This is an optimization exercise on Yosys and OpenROAD, whose aim is small area, a short achievable clock period and few clock cycles per item, not a production implementation.
RTL that was checked went through simulation tests only; none was proved equivalent to the original.

// convert_to_10
module convert_to_10 (
    input wire clk,
    input wire rst,
    input wire start,
    input wire [399:0] binary,
    output reg [3:0] decimal,
    output reg valid,
    output reg done
);
    localparam integer W  = 12;                
    localparam integer NB = (392 + W - 1) / W;  
    localparam integer WT = 392 - (NB - 1) * W;  
    reg  [391:0] v;                  
    reg  [2*NB-1:0] p;               
    reg  [3:0] jreg, jreg2;          
    reg        ereg, ereg2;          
    reg        run;
    reg  [7:0] cnt;
    wire [395:0] a = {1'b0, v, 3'b000};
    wire [395:0] b = {3'b000, v, 1'b0};
    wire [391:0] v_nx;
    wire [2*NB-1:0] p_nx;
    wire [3:0]   j_nx;
    genvar gi, gj, gk;
    generate
        for (gi = 0; gi < NB; gi = gi + 1) begin : blk
            localparam integer LO = gi * W;
            localparam integer N  = (gi < NB - 1) ? W : WT + 4;    
            wire [1:0]   pp = (gi == 0) ? 2'b00 : p[2*gi +: 2];
            wire [N-1:0] ab = a[LO +: N];
            wire [N-1:0] bb = b[LO +: N];
            wire [N-1:0] qb = {{(N-5){1'b0}}, pp[1], pp[0], pp[1], pp[0], 1'b0};
  ...
Size in the first run: roughly 4600 cells after synthesis, about 480 flip-flops, about 410 I/O pins, about 37000 sq um of cells after synthesis.
==> module convert_to_10, before the edit <==
module convert_to_10 (
    input wire clk,
    input wire rst,
    input wire start,
    input wire [399:0] binary,
    output reg [3:0] decimal,
    output reg valid,
    output reg done
);
    localparam integer W  = 12;                
    localparam integer NB = (392 + W - 1) / W;  
    localparam integer WT = 392 - (NB - 1) * W;  
    reg  [391:0] v;                  
    reg  [2*NB-1:0] p;               
    reg  [3:0] jreg, jreg2;          
    reg        ereg, ereg2;          
    reg        run;
    reg  [7:0] cnt;
    wire [395:0] a = {1'b0, v, 3'b000};
    wire [395:0] b = {3'b000, v, 1'b0};
    wire [391:0] v_nx;
    wire [2*NB-1:0] p_nx;
    wire [3:0]   j_nx;
    genvar gi, gj, gk;
    generate
        for (gi = 0; gi < NB; gi = gi + 1) begin : blk
            localparam integer LO = gi * W;
            localparam integer N  = (gi < NB - 1) ? W : WT + 4;    
            wire [1:0]   pp = (gi == 0) ? 2'b00 : p[2*gi +: 2];
            wire [N-1:0] ab = a[LO +: N];
            wire [N-1:0] bb = b[LO +: N];
            wire [N-1:0] qb = {{(N-5){1'b0}}, pp[1], pp[0], pp[1], pp[0], 1'b0};
            wire [N:0]   x  = {1'b0, ab ^ bb ^ qb};
            wire [N:0]   y  = {(ab & bb) | (ab & qb) | (bb & qb), 1'b0};
            wire [N:0]   G [0:5];
            wire [N:0]   P [0:5];
            assign G[0] = x & y;
            assign P[0] = x ^ y;
            for (gj = 0; gj < 5; gj = gj + 1) begin : lv
                for (gk = 0; gk <= N; gk = gk + 1) begin : el
                    if ((gk >> gj) & 1) begin : c
                        localparam integer J = ((gk >> gj) << gj) - 1;
                        assign G[gj+1][gk] = G[gj][gk] | (P[gj][gk] & G[gj][J]);
                        assign P[gj+1][gk] = P[gj][gk] & P[gj][J];
                    end else begin : n
                        assign G[gj+1][gk] = G[gj][gk];
                        assign P[gj+1][gk] = P[gj][gk];
                    end
                end
            end
            wire [N+1:0] s = {G[5][N], P[0] ^ {G[5][N-1:0], 1'b0}};
            if (gi < NB - 1) begin : mid
                assign v_nx[LO +: W] = s[W-1:0];
                assign p_nx[2*(gi+1) +: 2] = s[W+1:W];
            end else begin : top
                assign v_nx[391:LO] = s[WT-1:0];
                assign j_nx = s[WT+3:WT];
            end
        end
    endgenerate
    assign p_nx[1:0] = 2'b00;
    wire [NB-1:0] g0, pr0;
    generate
        for (gi = 0; gi < NB; gi = gi + 1) begin : gp
            localparam integer LO = gi * W;
            localparam integer HI = (gi < NB - 1) ? LO + W - 1 : 391;
            wire hi1 = &v[HI:LO+2];
            wire v1 = v[LO + 1];
            wire v0 = v[LO];
            wire p1 = (gi == 0) ? 1'b0 : p[2*gi + 1];
            wire p0 = (gi == 0) ? 1'b0 : p[2*gi];
            assign g0[gi]  = hi1 & v1 & (p1 | (p0 & v0));
            assign pr0[gi] = hi1 & ((~p1 & ~p0 & v1 & v0) | (p0 & v1 & ~v0) | (p1 & ~v1 & v0));
        end
    endgenerate
    localparam integer LV = (NB > 32) ? 6 : (NB > 16) ? 5 : (NB > 8) ? 4 : 3;   
    wire [NB-1:0] gl [0:LV];
    wire [NB-1:0] pl [0:LV];
    assign gl[0] = g0;
    assign pl[0] = pr0;
    genvar gl_i, gl_l;
    generate
        for (gl_l = 0; gl_l < LV; gl_l = gl_l + 1) begin : lv
            for (gl_i = 0; gl_i < NB; gl_i = gl_i + 1) begin : el
                if ((gl_i % (2 << gl_l)) == 0 && gl_i + (1 << gl_l) < NB) begin : cmb
                    assign gl[gl_l+1][gl_i] = gl[gl_l][gl_i + (1 << gl_l)] |
                                              (pl[gl_l][gl_i + (1 << gl_l)] & gl[gl_l][gl_i]);
                    assign pl[gl_l+1][gl_i] = pl[gl_l][gl_i + (1 << gl_l)] & pl[gl_l][gl_i];
                end else begin : pass
                    assign gl[gl_l+1][gl_i] = gl[gl_l][gl_i];
                    assign pl[gl_l+1][gl_i] = pl[gl_l][gl_i];
                end
            end
        end
    endgenerate
    wire e = gl[LV][0];
    wire [3:0] digit = jreg2 + {3'b000, ereg} + {1'b0, ereg2, ereg2, 1'b0};
    always @(posedge clk) begin
        if (run) begin
            v <= v_nx;
            p <= p_nx;
        end else begin
            v <= binary[391:0];
            p <= 0;
        end
        jreg  <= j_nx;
        jreg2 <= jreg;
        ereg  <= e;
        ereg2 <= ereg;
        decimal <= run ? digit : binary[395:392];
    end
    always @(posedge clk) begin
        if (rst) begin
            run   <= 1'b0;
            cnt   <= 8'd0;
            valid <= 1'b0;
            done  <= 1'b0;
        end else begin
            valid <= start | (run & (cnt >= 8'd3));
            done  <= run & (cnt == 8'd151);
            if (run) begin
                cnt <= cnt + 8'd1;
                if (cnt == 8'd151) run <= 1'b0;
            end else if (start) begin
                run <= 1'b1;
                cnt <= 8'd1;
            end
        end
    end
endmodule
export LEC_CHECK = 0
export ABC_AREA = 1
export CAP_MARGIN = 20
export CORE_MARGIN = 2
export CORE_UTILIZATION = 70
export PLACE_DENSITY = 0.8
export SLEW_MARGIN = 20
create_clock -name core_clock -period 10.0 [get_ports {clk}]
standard.sh (not shown) runs the stock make flow with config.mk's settings and CLKGATE_MAP_FILE= SYNTH_SCRIPT=/design/flow/synth_recipe.tcl, a recipe that flattens the netlist after the stock synthesis.
==> flow/flow/run.sh <==
#!/bin/bash
# Standard layout with: repair_timing aiming at 6.9 ns of setup slack, port buffers made of
# the smallest buffer cell, and clock tree synthesis without dummy loads.
set -euo pipefail
export BUFFER_PORTS_ARGS="-buffer_cell sky130_fd_sc_hd__buf_1"
export SETUP_SLACK_MARGIN=6.9
export CTS_ARGS="-sink_clustering_enable -repair_clock_nets -dont_use_dummy_load -buf_list {sky130_fd_sc_hd__clkbuf_16} -sink_clustering_size 24 -sink_clustering_max_diameter 70"
bash standard.sh > standard_flow.log 2>&1
Testbench counts at the start, summed over its fixed seeds: cycles 19,456, items 128.
Edit:
--- a/flow/design.v
+++ b/flow/design.v
@@ -9,6 +9,6 @@
     output reg done
 );
-    localparam integer W  = 12;                
-    localparam integer NB = (392 + W - 1) / W;  
+    localparam integer W  = 10;                
+    localparam integer NB = 392 / W;              
     localparam integer WT = 392 - (NB - 1) * W;  
     reg  [391:0] v;                  
Outcome: Setup slack improves by 0.011 ns; routed wire length goes down by 5.6%; non-clock buffer count goes down by 1; synthesized cell count goes down by 11%; final area goes down by 3.9%; sequential cell count goes up by 12; die area goes down by 4.0%.
Testbench counts after the change, summed over its fixed seeds: cycles 19,456, items 128.

* * *

## JK
RTL: one of the versions met above, not the one the previous note started from.
Size in the first run: about 3,200 cells after synthesis, roughly 490 flip-flops, ~36,000 um2 of cells after synthesis.
==> module convert_to_10, before the edit <==
module convert_to_10 (
    input wire clk,
    input wire rst,
    input wire start,
    input wire [399:0] binary,
    output reg [3:0] decimal,
    output reg valid,
    output reg done
);
    localparam integer W  = 10;                
    localparam integer NB = 392 / W;              
    localparam integer WT = 392 - (NB - 1) * W;  
    reg  [391:0] v;                  
    reg  [2*NB-1:0] p;               
    reg  [3:0] jreg, jreg2;          
    reg        ereg, ereg2;          
    reg        run;
    reg  [7:0] cnt;
    wire [395:0] a = {1'b0, v, 3'b000};
    wire [395:0] b = {3'b000, v, 1'b0};
    wire [391:0] v_nx;
    wire [2*NB-1:0] p_nx;
    wire [3:0]   j_nx;
    genvar gi, gj, gk;
    generate
        for (gi = 0; gi < NB; gi = gi + 1) begin : blk
            localparam integer LO = gi * W;
            localparam integer N  = (gi < NB - 1) ? W : WT + 4;    
            wire [1:0]   pp = (gi == 0) ? 2'b00 : p[2*gi +: 2];
            wire [N-1:0] ab = a[LO +: N];
            wire [N-1:0] bb = b[LO +: N];
            wire [N-1:0] qb = {{(N-5){1'b0}}, pp[1], pp[0], pp[1], pp[0], 1'b0};
            wire [N:0]   x  = {1'b0, ab ^ bb ^ qb};
            wire [N:0]   y  = {(ab & bb) | (ab & qb) | (bb & qb), 1'b0};
            wire [N:0]   G [0:5];
            wire [N:0]   P [0:5];
            assign G[0] = x & y;
            assign P[0] = x ^ y;
            for (gj = 0; gj < 5; gj = gj + 1) begin : lv
                for (gk = 0; gk <= N; gk = gk + 1) begin : el
                    if ((gk >> gj) & 1) begin : c
                        localparam integer J = ((gk >> gj) << gj) - 1;
                        assign G[gj+1][gk] = G[gj][gk] | (P[gj][gk] & G[gj][J]);
                        assign P[gj+1][gk] = P[gj][gk] & P[gj][J];
                    end else begin : n
                        assign G[gj+1][gk] = G[gj][gk];
                        assign P[gj+1][gk] = P[gj][gk];
                    end
                end
            end
            wire [N+1:0] s = {G[5][N], P[0] ^ {G[5][N-1:0], 1'b0}};
            if (gi < NB - 1) begin : mid
                assign v_nx[LO +: W] = s[W-1:0];
                assign p_nx[2*(gi+1) +: 2] = s[W+1:W];
            end else begin : top
                assign v_nx[391:LO] = s[WT-1:0];
                assign j_nx = s[WT+3:WT];
            end
        end
    endgenerate
    assign p_nx[1:0] = 2'b00;
    wire [NB-1:0] g0, pr0;
    generate
        for (gi = 0; gi < NB; gi = gi + 1) begin : gp
            localparam integer LO = gi * W;
            localparam integer HI = (gi < NB - 1) ? LO + W - 1 : 391;
            wire hi1 = &v[HI:LO+2];
            wire v1 = v[LO + 1];
            wire v0 = v[LO];
            wire p1 = (gi == 0) ? 1'b0 : p[2*gi + 1];
            wire p0 = (gi == 0) ? 1'b0 : p[2*gi];
            assign g0[gi]  = hi1 & v1 & (p1 | (p0 & v0));
            assign pr0[gi] = hi1 & ((~p1 & ~p0 & v1 & v0) | (p0 & v1 & ~v0) | (p1 & ~v1 & v0));
        end
    endgenerate
    localparam integer LV = (NB > 32) ? 6 : (NB > 16) ? 5 : (NB > 8) ? 4 : 3;   
    wire [NB-1:0] gl [0:LV];
    wire [NB-1:0] pl [0:LV];
    assign gl[0] = g0;
    assign pl[0] = pr0;
    genvar gl_i, gl_l;
    generate
        for (gl_l = 0; gl_l < LV; gl_l = gl_l + 1) begin : lv
            for (gl_i = 0; gl_i < NB; gl_i = gl_i + 1) begin : el
                if ((gl_i % (2 << gl_l)) == 0 && gl_i + (1 << gl_l) < NB) begin : cmb
                    assign gl[gl_l+1][gl_i] = gl[gl_l][gl_i + (1 << gl_l)] |
                                              (pl[gl_l][gl_i + (1 << gl_l)] & gl[gl_l][gl_i]);
                    assign pl[gl_l+1][gl_i] = pl[gl_l][gl_i + (1 << gl_l)] & pl[gl_l][gl_i];
                end else begin : pass
                    assign gl[gl_l+1][gl_i] = gl[gl_l][gl_i];
                    assign pl[gl_l+1][gl_i] = pl[gl_l][gl_i];
                end
            end
        end
    endgenerate
    wire e = gl[LV][0];
    wire [3:0] digit = jreg2 + {3'b000, ereg} + {1'b0, ereg2, ereg2, 1'b0};
    always @(posedge clk) begin
        if (run) begin
            v <= v_nx;
            p <= p_nx;
        end else begin
            v <= binary[391:0];
            p <= 0;
        end
        jreg  <= j_nx;
        jreg2 <= jreg;
        ereg  <= e;
        ereg2 <= ereg;
        decimal <= run ? digit : binary[395:392];
    end
    always @(posedge clk) begin
        if (rst) begin
            run   <= 1'b0;
            cnt   <= 8'd0;
            valid <= 1'b0;
            done  <= 1'b0;
        end else begin
            valid <= start | (run & (cnt >= 8'd3));
            done  <= run & (cnt == 8'd151);
            if (run) begin
                cnt <= cnt + 8'd1;
                if (cnt == 8'd151) run <= 1'b0;
            end else if (start) begin
                run <= 1'b1;
                cnt <= 8'd1;
            end
        end
    end
endmodule
==> flow/config.mk <==
export PLATFORM = sky130hd
export DESIGN_NAME = convert_to_10
export DESIGN_NICKNAME = convert_to_10
export VERILOG_FILES = /design/flow/design.v
export SDC_FILE = /design/flow/constraint.sdc
export NUM_CORES = 4
export LEC_CHECK = 0
export CAP_MARGIN = 20
export CORE_MARGIN = 2
export CORE_UTILIZATION = 70
export PLACE_DENSITY = 0.8
export SLEW_MARGIN = 20
==> flow/constraint.sdc <==
create_clock -name core_clock -period 10.0 [get_ports {clk}]
set_input_delay 2.0000 -clock core_clock [delete_from_list [all_inputs] [get_ports {clk}]]
set_output_delay 2.0000 -clock core_clock [all_outputs]
set_load 0.01 [all_outputs]
Scripts as last shown in full above: flow/flow/run.sh
Testbench counts of JK, summed over its fixed seeds: cycles 19,456, items 128.
## Diff of input files: MS against JK
diff --git a/flow/design.v b/flow/design.v
--- a/flow/design.v
+++ b/flow/design.v
@@ -8,8 +8,8 @@
     output reg valid,
     output reg done
 );
-    localparam integer W  = 10;                
-    localparam integer NB = 392 / W;              
+    localparam integer W  = 8;                
+    localparam integer NB = (392 + W - 1) / W;  
     localparam integer WT = 392 - (NB - 1) * W;  
     reg  [391:0] v;                  
     reg  [2*NB-1:0] p;               
==> summary.txt <==
MS vs. JK: portion of the post-synthesis area used by sequential elements rose by 0.20 points; wire length fell by 6.8%; average wire per cell in the routed design fell by 1.0 um; filler cell count rose by 13%. met1 track demand over resource ends up higher on JK. Global-route usage came out lower on MS than on JK. MS against JK: headroom to the max-slew limit +5.0 points, gate count after technology mapping rose about 3.7%. Critical path startpoint = v[79]: JK; critical path startpoint = done: MS. Lower detail-routed via count per cell among MS and JK: MS. Met2 routing resource usage after global routing, MS and JK: higher on JK.
No functional check of the RTL was part of MS.

* * *

The RTL this note starts from:
==> flow/design.v <==
`timescale 1ns / 1ps
module convert_to_10 (
    input wire clk,
    input wire rst,
    input wire start,
    input wire [399:0] binary,
    output reg [3:0] decimal,
    output reg valid,
    output reg done
);
    localparam integer W  = 8;                
    localparam integer NB = (392 + W - 1) / W;  
    localparam integer WT = 392 - (NB - 1) * W;  
    reg  [391:0] v;                  
    reg  [2*NB-1:0] p;               
    reg  [3:0] jreg, jreg2;          
    reg        ereg, ereg2;          
    reg        run;
    reg  [7:0] cnt;
    wire [395:0] a = {1'b0, v, 3'b000};
    wire [395:0] b = {3'b000, v, 1'b0};
    wire [391:0] v_nx;
    wire [2*NB-1:0] p_nx;
    wire [3:0]   j_nx;
    genvar gi, gj, gk;
    generate
        for (gi = 0; gi < NB; gi = gi + 1) begin : blk
            localparam integer LO = gi * W;
            localparam integer N  = (gi < NB - 1) ? W : WT + 4;    
            wire [1:0]   pp = (gi == 0) ? 2'b00 : p[2*gi +: 2];
            wire [N-1:0] ab = a[LO +: N];
            wire [N-1:0] bb = b[LO +: N];
            wire [N-1:0] qb = {{(N-5){1'b0}}, pp[1], pp[0], pp[1], pp[0], 1'b0};
            wire [N:0]   x  = {1'b0, ab ^ bb ^ qb};
            wire [N:0]   y  = {(ab & bb) | (ab & qb) | (bb & qb), 1'b0};
            wire [N:0]   G [0:5];
            wire [N:0]   P [0:5];
            assign G[0] = x & y;
            assign P[0] = x ^ y;
            for (gj = 0; gj < 5; gj = gj + 1) begin : lv
                for (gk = 0; gk <= N; gk = gk + 1) begin : el
                    if ((gk >> gj) & 1) begin : c
                        localparam integer J = ((gk >> gj) << gj) - 1;
                        assign G[gj+1][gk] = G[gj][gk] | (P[gj][gk] & G[gj][J]);
                        assign P[gj+1][gk] = P[gj][gk] & P[gj][J];
                    end else begin : n
                        assign G[gj+1][gk] = G[gj][gk];
                        assign P[gj+1][gk] = P[gj][gk];
                    end
                end
            end
            wire [N+1:0] s = {G[5][N], P[0] ^ {G[5][N-1:0], 1'b0}};
            if (gi < NB - 1) begin : mid
                assign v_nx[LO +: W] = s[W-1:0];
                assign p_nx[2*(gi+1) +: 2] = s[W+1:W];
            end else begin : top
                assign v_nx[391:LO] = s[WT-1:0];
                assign j_nx = s[WT+3:WT];
            end
        end
    endgenerate
    assign p_nx[1:0] = 2'b00;
    wire [NB-1:0] g0, pr0;
    generate
        for (gi = 0; gi < NB; gi = gi + 1) begin : gp
            localparam integer LO = gi * W;
            localparam integer HI = (gi < NB - 1) ? LO + W - 1 : 391;
            wire hi1 = &v[HI:LO+2];
            wire v1 = v[LO + 1];
            wire v0 = v[LO];
            wire p1 = (gi == 0) ? 1'b0 : p[2*gi + 1];
            wire p0 = (gi == 0) ? 1'b0 : p[2*gi];
            assign g0[gi]  = hi1 & v1 & (p1 | (p0 & v0));
            assign pr0[gi] = hi1 & ((~p1 & ~p0 & v1 & v0) | (p0 & v1 & ~v0) | (p1 & ~v1 & v0));
        end
    endgenerate
    localparam integer LV = (NB > 32) ? 6 : (NB > 16) ? 5 : (NB > 8) ? 4 : 3;   
    wire [NB-1:0] gl [0:LV];
    wire [NB-1:0] pl [0:LV];
    assign gl[0] = g0;
    assign pl[0] = pr0;
    genvar gl_i, gl_l;
    generate
        for (gl_l = 0; gl_l < LV; gl_l = gl_l + 1) begin : lv
            for (gl_i = 0; gl_i < NB; gl_i = gl_i + 1) begin : el
                if ((gl_i % (2 << gl_l)) == 0 && gl_i + (1 << gl_l) < NB) begin : cmb
                    assign gl[gl_l+1][gl_i] = gl[gl_l][gl_i + (1 << gl_l)] |
                                              (pl[gl_l][gl_i + (1 << gl_l)] & gl[gl_l][gl_i]);
                    assign pl[gl_l+1][gl_i] = pl[gl_l][gl_i + (1 << gl_l)] & pl[gl_l][gl_i];
                end else begin : pass
                    assign gl[gl_l+1][gl_i] = gl[gl_l][gl_i];
                    assign pl[gl_l+1][gl_i] = pl[gl_l][gl_i];
                end
            end
        end
    endgenerate
    wire e = gl[LV][0];
    wire [3:0] digit = jreg2 + {3'b000, ereg} + {1'b0, ereg2, ereg2, 1'b0};
    always @(posedge clk) begin
        if (run) begin
            v <= v_nx;
            p <= p_nx;
        end else begin
            v <= binary[391:0];
            p <= 0;
        end
        jreg  <= j_nx;
        jreg2 <= jreg;
        ereg  <= e;
        ereg2 <= ereg;
        decimal <= run ? digit : binary[395:392];
    end
    always @(posedge clk) begin
        if (rst) begin
            run   <= 1'b0;
            cnt   <= 8'd0;
            valid <= 1'b0;
            done  <= 1'b0;
        end else begin
            valid <= start | (run & (cnt >= 8'd3));
            done  <= run & (cnt == 8'd151);
            if (run) begin
                cnt <= cnt + 8'd1;
                if (cnt == 8'd151) run <= 1'b0;
            end else if (start) begin
                run <= 1'b1;
                cnt <= 8'd1;
            end
        end
    end
endmodule
Settings: LEC_CHECK=0, CAP_MARGIN=20, CORE_MARGIN=2, CORE_UTILIZATION=55, PLACE_DENSITY=0.7, SLEW_MARGIN=20; clock period 10.0 ns.
==> flow/flow/run.sh <==
#!/bin/bash
# Standard layout with: repair_timing aiming at 6.8 ns of setup slack, port buffers made of
# the smallest buffer cell, and clock tree synthesis without dummy loads.
set -euo pipefail
export BUFFER_PORTS_ARGS="-buffer_cell sky130_fd_sc_hd__buf_1"
export SETUP_SLACK_MARGIN=6.8
export CTS_ARGS="-sink_clustering_enable -repair_clock_nets -dont_use_dummy_load -buf_list {sky130_fd_sc_hd__clkbuf_8 sky130_fd_sc_hd__clkbuf_16}"
bash standard.sh > standard_flow.log 2>&1
Next try:
--- a/flow/design.v
+++ b/flow/design.v
@@ -7,9 +7,9 @@
     output reg [3:0] decimal,
     output reg valid,
     output reg done
 );
-    localparam integer W  = 8;                
+    localparam integer W  = 12;                
     localparam integer NB = (392 + W - 1) / W;  
     localparam integer WT = 392 - (NB - 1) * W;  
     reg  [391:0] v;                  
     reg  [2*NB-1:0] p;               
Outcome:
- sequential cell count fell by 32
- first-iteration DRC count rose by 23%
- core utilization rose by 0.52 points
- register-to-register slack got worse by 60 ps
- wire length rose by 2.9%
- worst setup slack stays flat
- fmax is about the same
- area after synthesis fell by 3.4%
- design area fell by 1.8%
- global-route usage rose by 1.2 points
- critical path depth stays the same
Testbench counts after the change, summed over its fixed seeds: cycles 19,456, items 128.
For the first run of this note, only the layout was checked, not whether the RTL still works.

-- afterwards: timing with drivers on the ports --
Ports are ideal in the flow. The routed layouts listed here were re-timed in OpenROAD.
Step 1: set_driving_cell puts a clkbuf_16 on clk and a buf_2 on each other input, an assumption about the parent block.
Step 2 times the ports against the registers' clock, not the clock port: input delays grow and output delays shrink by t, the midpoint of the rising clock arrivals with the driver on.
Slacks: ideal ports / drivers / drivers and shift; pairs: ideal ports / drivers.
run | t, ns | slack for setup (ns) | latest minus earliest clock arrival (ns)
the first run of note 1 | 0.633 | 6.955 / 6.892 / 7.050 | 0.040 / 0.040
the second run of note 1 | 0.626 | 6.966 / 6.904 / 7.005 | 0.033 / 0.034
JK | 0.625 | 6.880 / 6.880 / 6.880 | 0.038 / 0.039
MS | 0.626 | 6.945 / 6.879 / 7.016 | 0.047 / 0.046
the first run of note 3 | 0.672 | 6.888 / 6.828 / 6.966 | 0.031 / 0.031
the second run of note 3 | 0.659 | 6.888 / 6.823 / 6.908 | 0.020 / 0.020
After both steps setup and hold are still met in every run listed.
